Context: an optimization exercise on an open-source flow, tuned for small area and few clock cycles. The choices shown serve that exercise and are no tape-out recipe. Where RTL was checked, it was by simulation tests only, not by an equivalence proof against the original. The clock port is modelled as an ideal driver; clocking choices that lean on that would not hold on a real chip.

== the baseline ==
==> module SORT, before the edit <==
module SORT(
  clk,
  rst_n,
  in_valid1,
  in_valid2,
  in,
  mode,
  op,
  out_valid,
  out
);
input clk;
input rst_n;
input in_valid1;
input in_valid2;
input mode;
input [1:0] op;
input [4:0] in;
output reg out_valid;
output [4:0] out;
wire clr  = in_valid2;
wire push = in_valid1 & op[0];
wire pop  = in_valid1 & ~op[1] & ~op[0];
wire srt  = in_valid1 & op[1];
reg        qmode;             
reg  [4:0] wp;                
reg  [4:0] rp;                
reg  [4:0] s [0:9];
function [9:0] jdec;
  input [4:0] q;
  begin
    jdec[0] = ~q[4] & ~q[0];
    jdec[1] =  q[0] & ~q[1];
    jdec[2] =  q[1] & ~q[2];
    jdec[3] =  q[2] & ~q[3];
    jdec[4] =  q[3] & ~q[4];
    jdec[5] =  q[4] &  q[0];
    jdec[6] = ~q[0] &  q[1];
    jdec[7] = ~q[1] &  q[2];
    jdec[8] = ~q[2] &  q[3];
    jdec[9] = ~q[3] &  q[4];
  end
endfunction
wire [9:0] dw = jdec(wp);
wire [9:0] dr = jdec(rp);
wire       last = rp[4] & ~rp[3];    
reg  [9:0] cand;
reg  [4:0] mx;
reg  [9:0] first;
reg        seen, a11, a01;
integer i, b;
always @(*) begin
  cand = 10'h3ff;
  for (b = 4; b >= 2; b = b - 2) begin
    mx[b] = 1'b0;
    a11 = 1'b0;
    a01 = 1'b0;
    for (i = 0; i < 10; i = i + 1) begin
      mx[b] = mx[b] | (cand[i] & s[i][b]);
      a11   = a11   | (cand[i] & s[i][b] & s[i][b-1]);
      a01   = a01   | (cand[i] & s[i][b-1]);
    end
    mx[b-1] = mx[b] ? a11 : a01;
    for (i = 0; i < 10; i = i + 1)
      cand[i] = cand[i] & (s[i][b] | ~mx[b]) & (s[i][b-1] | ~mx[b-1]);
  end
  mx[0] = 1'b0;
  for (i = 0; i < 10; i = i + 1)
    mx[0] = mx[0] | (cand[i] & s[i][0]);
  for (i = 0; i < 10; i = i + 1)
    cand[i] = cand[i] & (s[i][0] | ~mx[0]);
  seen = 1'b0;
  for (i = 0; i < 10; i = i + 1) begin
    first[i] = cand[i] & ~seen;
    seen = seen | cand[i];
  end
end
assign out = mx & {5{out_valid}};
always @(posedge clk or negedge rst_n) begin
  if (!rst_n)
    out_valid <= 1'b0;
  else
    out_valid <= srt | (out_valid & ~last);
end
always @(posedge clk) begin
  if (clr)
    qmode <= mode;
end
always @(posedge clk) begin
  if (clr)
    wp <= 5'd0;
  else if (push)
    wp <= {wp[3:0], ~wp[4]};
  else if (pop & ~qmode)
    wp <= {~wp[0], wp[4:1]};
end
always @(posedge clk) begin
  if (clr)
    rp <= {~mode, 4'd0};
  else if (srt)
    rp <= 5'd0;
  else if (out_valid | (pop & qmode) | (push & ~qmode))
    rp <= {rp[3:0], ~rp[4]};
  else if (pop)
    rp <= {~rp[0], rp[4:1]};
end
genvar g;
generate
  for (g = 0; g < 10; g = g + 1) begin : slot
    wire we = push & dw[g];
    wire z  = clr | (out_valid & first[g]) | (pop & dr[g]);
    always @(posedge clk)
      s[g] <= (in & {5{we}}) | (s[g] & {5{~z}});
  end
endgenerate
endmodule
clock: 6.0 ns
lec_check: 0
cap_margin: 20
core_margin: 2
core_utilization: 75
setup_slack_margin: 0.1
slew_margin: 20
standard.sh (not shown) runs the stock make flow with config.mk's settings and CLKGATE_MAP_FILE= SYNTH_SCRIPT=/design/flow/synth_recipe.tcl, a recipe that flattens the netlist after the stock synthesis.
==> flow/flow/run.sh <==
#!/bin/bash
# Layout flow: the standard flow (standard.sh), with these changes:
#  - synthesis maps the logic with ABC's &nf mapper (flow/area.abc)
#    instead of ORFS's script; ABC only maps the logic between registers, so the
#    registers come out exactly as in the standard synthesis;
#  - ports are buffered with sky130_fd_sc_hd__buf_1 cells;
#  - a small fixed clock tree (flow/clkroot.tcl, run before CTS): the clock
#    port drives one root buffer, which drives four leaf buffers, each feeding
#    a quarter of the registers; TritonCTS is then given only the clock port's
#    net, which has a single sink, so it adds nothing. After CTS,
#    flow/clkfix.tcl swaps a leaf buffer for sky130_fd_sc_hd__clkbuf_16 if its
#    registers' estimated clock slew is over MY_CLK_SLEW ns.
# The make output goes to flow_make.log; each ORFS step logs to orfs/logs/.
set -euo pipefail
W=$PWD
{ head -1 synth_recipe.tcl; cat flow/abc_override.tcl; tail -n +2 synth_recipe.tcl; } > my_synth.tcl
sed -e "s#SYNTH_SCRIPT=[^ ]*#SYNTH_SCRIPT=$W/my_synth.tcl#" standard.sh > my_standard.sh
export MY_ABC_SCRIPT=$W/flow/area.abc
export BUFFER_PORTS_ARGS="-buffer_cell sky130_fd_sc_hd__buf_1"
export PRE_CTS_TCL=$W/flow/clkroot.tcl
export POST_CTS_TCL=$W/flow/clkfix.tcl
export MY_CLK_SLEW=0.115
export MY_CLK_BUF=sky130_fd_sc_hd__clkbuf_8
export MY_CLK_ROOT=sky130_fd_sc_hd__clkbuf_4
export CTS_ARGS="-clk_nets clk"
bash my_standard.sh > flow_make.log 2>&1
Other scripts of this flow, unchanged in this note and not shown: flow/flow/abc_override.tcl, flow/flow/area.abc, flow/flow/clkfix.tcl, flow/flow/clkroot.tcl
The baseline finished all stages; the layout is clean.
Testbench counts of the baseline, summed over its fixed seeds: cycles 5,225.
#### Input delta (the candidate over the baseline)
diff --git a/flow/design.v b/flow/design.v
--- a/flow/design.v
+++ b/flow/design.v
@@ -107,10 +107,11 @@
 genvar g;
 generate
   for (g = 0; g < 10; g = g + 1) begin : slot
     wire we = push & dw[g];
     wire z  = clr | (out_valid & first[g]) | (pop & dr[g]);
+    wire keep = ~we & ~z;
     always @(posedge clk)
-      s[g] <= (in & {5{we}}) | (s[g] & {5{~z}});
+      s[g] <= (in & {5{we}}) | (s[g] & {5{keep}});
   end
 endgenerate
 endmodule
[summary]
- sky130_fd_sc_hd__a222oi_1 as the cell with the biggest individual delay on the critical path was reported by the candidate, and sky130_fd_sc_hd__dfxtp_1 by the baseline.
- Going from the baseline to the candidate, global-route usage now larger; multiplexer share of the synthesized area now larger; critical path depth now larger; number of fill cells now smaller; area after synthesis now larger.
Testbench counts of the candidate, summed over its fixed seeds: cycles 5,225.

---

The RTL this note starts from:
==> flow/design.v <==
module SORT(
  clk,
  rst_n,
  in_valid1,
  in_valid2,
  in,
  mode,
  op,
  out_valid,
  out
);
input clk;
input rst_n;
input in_valid1;
input in_valid2;
input mode;
input [1:0] op;
input [4:0] in;
output reg out_valid;
output [4:0] out;
wire clr  = in_valid2;
wire push = in_valid1 & op[0];
wire pop  = in_valid1 & ~op[1] & ~op[0];
wire srt  = in_valid1 & op[1];
reg        qmode;             
reg  [4:0] wp;                
reg  [4:0] rp;                
reg  [4:0] s [0:9];
function [9:0] jdec;
  input [4:0] q;
  begin
    jdec[0] = ~q[4] & ~q[0];
    jdec[1] =  q[0] & ~q[1];
    jdec[2] =  q[1] & ~q[2];
    jdec[3] =  q[2] & ~q[3];
    jdec[4] =  q[3] & ~q[4];
    jdec[5] =  q[4] &  q[0];
    jdec[6] = ~q[0] &  q[1];
    jdec[7] = ~q[1] &  q[2];
    jdec[8] = ~q[2] &  q[3];
    jdec[9] = ~q[3] &  q[4];
  end
endfunction
wire [9:0] dw = jdec(wp);
wire [9:0] dr = jdec(rp);
wire       last = rp[4] & ~rp[3];    
reg  [9:0] cand;
reg  [4:0] mx;
reg  [9:0] first;
reg        seen;
integer i, b;
always @(*) begin
  cand = 10'h3ff;
  for (b = 4; b >= 0; b = b - 1) begin
    mx[b] = 1'b0;
    for (i = 0; i < 10; i = i + 1)
      mx[b] = mx[b] | (cand[i] & s[i][b]);
    for (i = 0; i < 10; i = i + 1)
      cand[i] = cand[i] & (s[i][b] | ~mx[b]);
  end
  seen = 1'b0;
  for (i = 0; i < 10; i = i + 1) begin
    first[i] = cand[i] & ~seen;
    seen = seen | cand[i];
  end
end
assign out = mx & {5{out_valid}};
always @(posedge clk or negedge rst_n) begin
  if (!rst_n)
    out_valid <= 1'b0;
  else
    out_valid <= srt | (out_valid & ~last);
end
always @(posedge clk) begin
  if (clr)
    qmode <= mode;
end
always @(posedge clk) begin
  if (clr)
    wp <= 5'd0;
  else if (push)
    wp <= {wp[3:0], ~wp[4]};
  else if (pop & ~qmode)
    wp <= {~wp[0], wp[4:1]};
end
always @(posedge clk) begin
  if (clr | srt)
    rp <= 5'd0;
  else if (out_valid | (pop & qmode))
    rp <= {rp[3:0], ~rp[4]};
end
genvar g;
generate
  for (g = 0; g < 10; g = g + 1) begin : slot
    wire we = push & dw[g];
    wire z  = clr | (out_valid & first[g]) |
              (pop & (qmode ? dr[g] : dw[(g + 1) % 10]));
    always @(posedge clk) begin
      if (we)
        s[g] <= in;
      else if (z)
        s[g] <= 5'd0;
    end
  end
endgenerate
endmodule
export LEC_CHECK = 0
export CAP_MARGIN = 20
export CORE_MARGIN = 2
export CORE_UTILIZATION = 40
export SLEW_MARGIN = 20
create_clock -name core_clock -period 6.0 [get_ports {clk}]
run.sh (not shown) runs the stock make flow with config.mk's settings and CLKGATE_MAP_FILE= SYNTH_SCRIPT=/design/flow/synth_recipe.tcl, a recipe that flattens the netlist after the stock synthesis.
Stock flow here: none of the scripts above is used.
Testbench counts at the start, summed over its fixed seeds: cycles 5,225.
Next try:
--- a/flow/design.v
+++ b/flow/design.v
@@ -92,15 +92,12 @@
 genvar g;
 generate
   for (g = 0; g < 10; g = g + 1) begin : slot
     wire we = push & dw[g];
     wire z  = clr | (out_valid & first[g]) |
               (pop & (qmode ? dr[g] : dw[(g + 1) % 10]));
-    always @(posedge clk) begin
-      if (we)
-        s[g] <= in;
-      else if (z)
-        s[g] <= 5'd0;
-    end
+    wire keep = ~we & ~z;
+    always @(posedge clk)
+      s[g] <= (in & {5{we}}) | (s[g] & {5{keep}});
   end
 endgenerate
 endmodule
The new run went through all stages and came out clean; non-clock buffer count climbs by 3; final cell count increases by 1.3%; synthesized area drops by 9.6%; sequential cell count is unchanged; critical path depth fell by 2.
For the second run of this note, only the layout was checked, not whether the RTL still works.

[separate check: timing with driven ports]
The results above use ideal ports. As a check the final layouts listed here were re-extracted and re-timed, cells and wires unchanged. Step 1 (the two cells are an assumption about what drives the block):
set clk [get_ports {clk}]
set_driving_cell -lib_cell sky130_fd_sc_hd__clkbuf_16 $clk
set_driving_cell -lib_cell sky130_fd_sc_hd__buf_2 [delete_from_list [all_inputs] $clk]
Step 2 also shifts input and output timing later by t, the mid clock arrival at the registers, as if the neighbouring blocks saw the same clock. Slacks: no drivers / after step 1 / after step 2; pairs: no drivers / after step 1.
run	t (ns)	setup WS [ns]	worst slew at a driven data input, ns	cell pins on the clock port's net
the baseline	0.399	0.298 / 0.273 / 0.505	0.03	1
the candidate	0.425	0.207 / 0.181 / 0.331	0.03	1
the first run of note 2	0.374	0.248 / 0.218 / 0.592	0.03	1
the second run of note 2	0.378	0.225 / 0.193 / 0.570	0.03	1
After both steps every run listed still meets setup and hold.
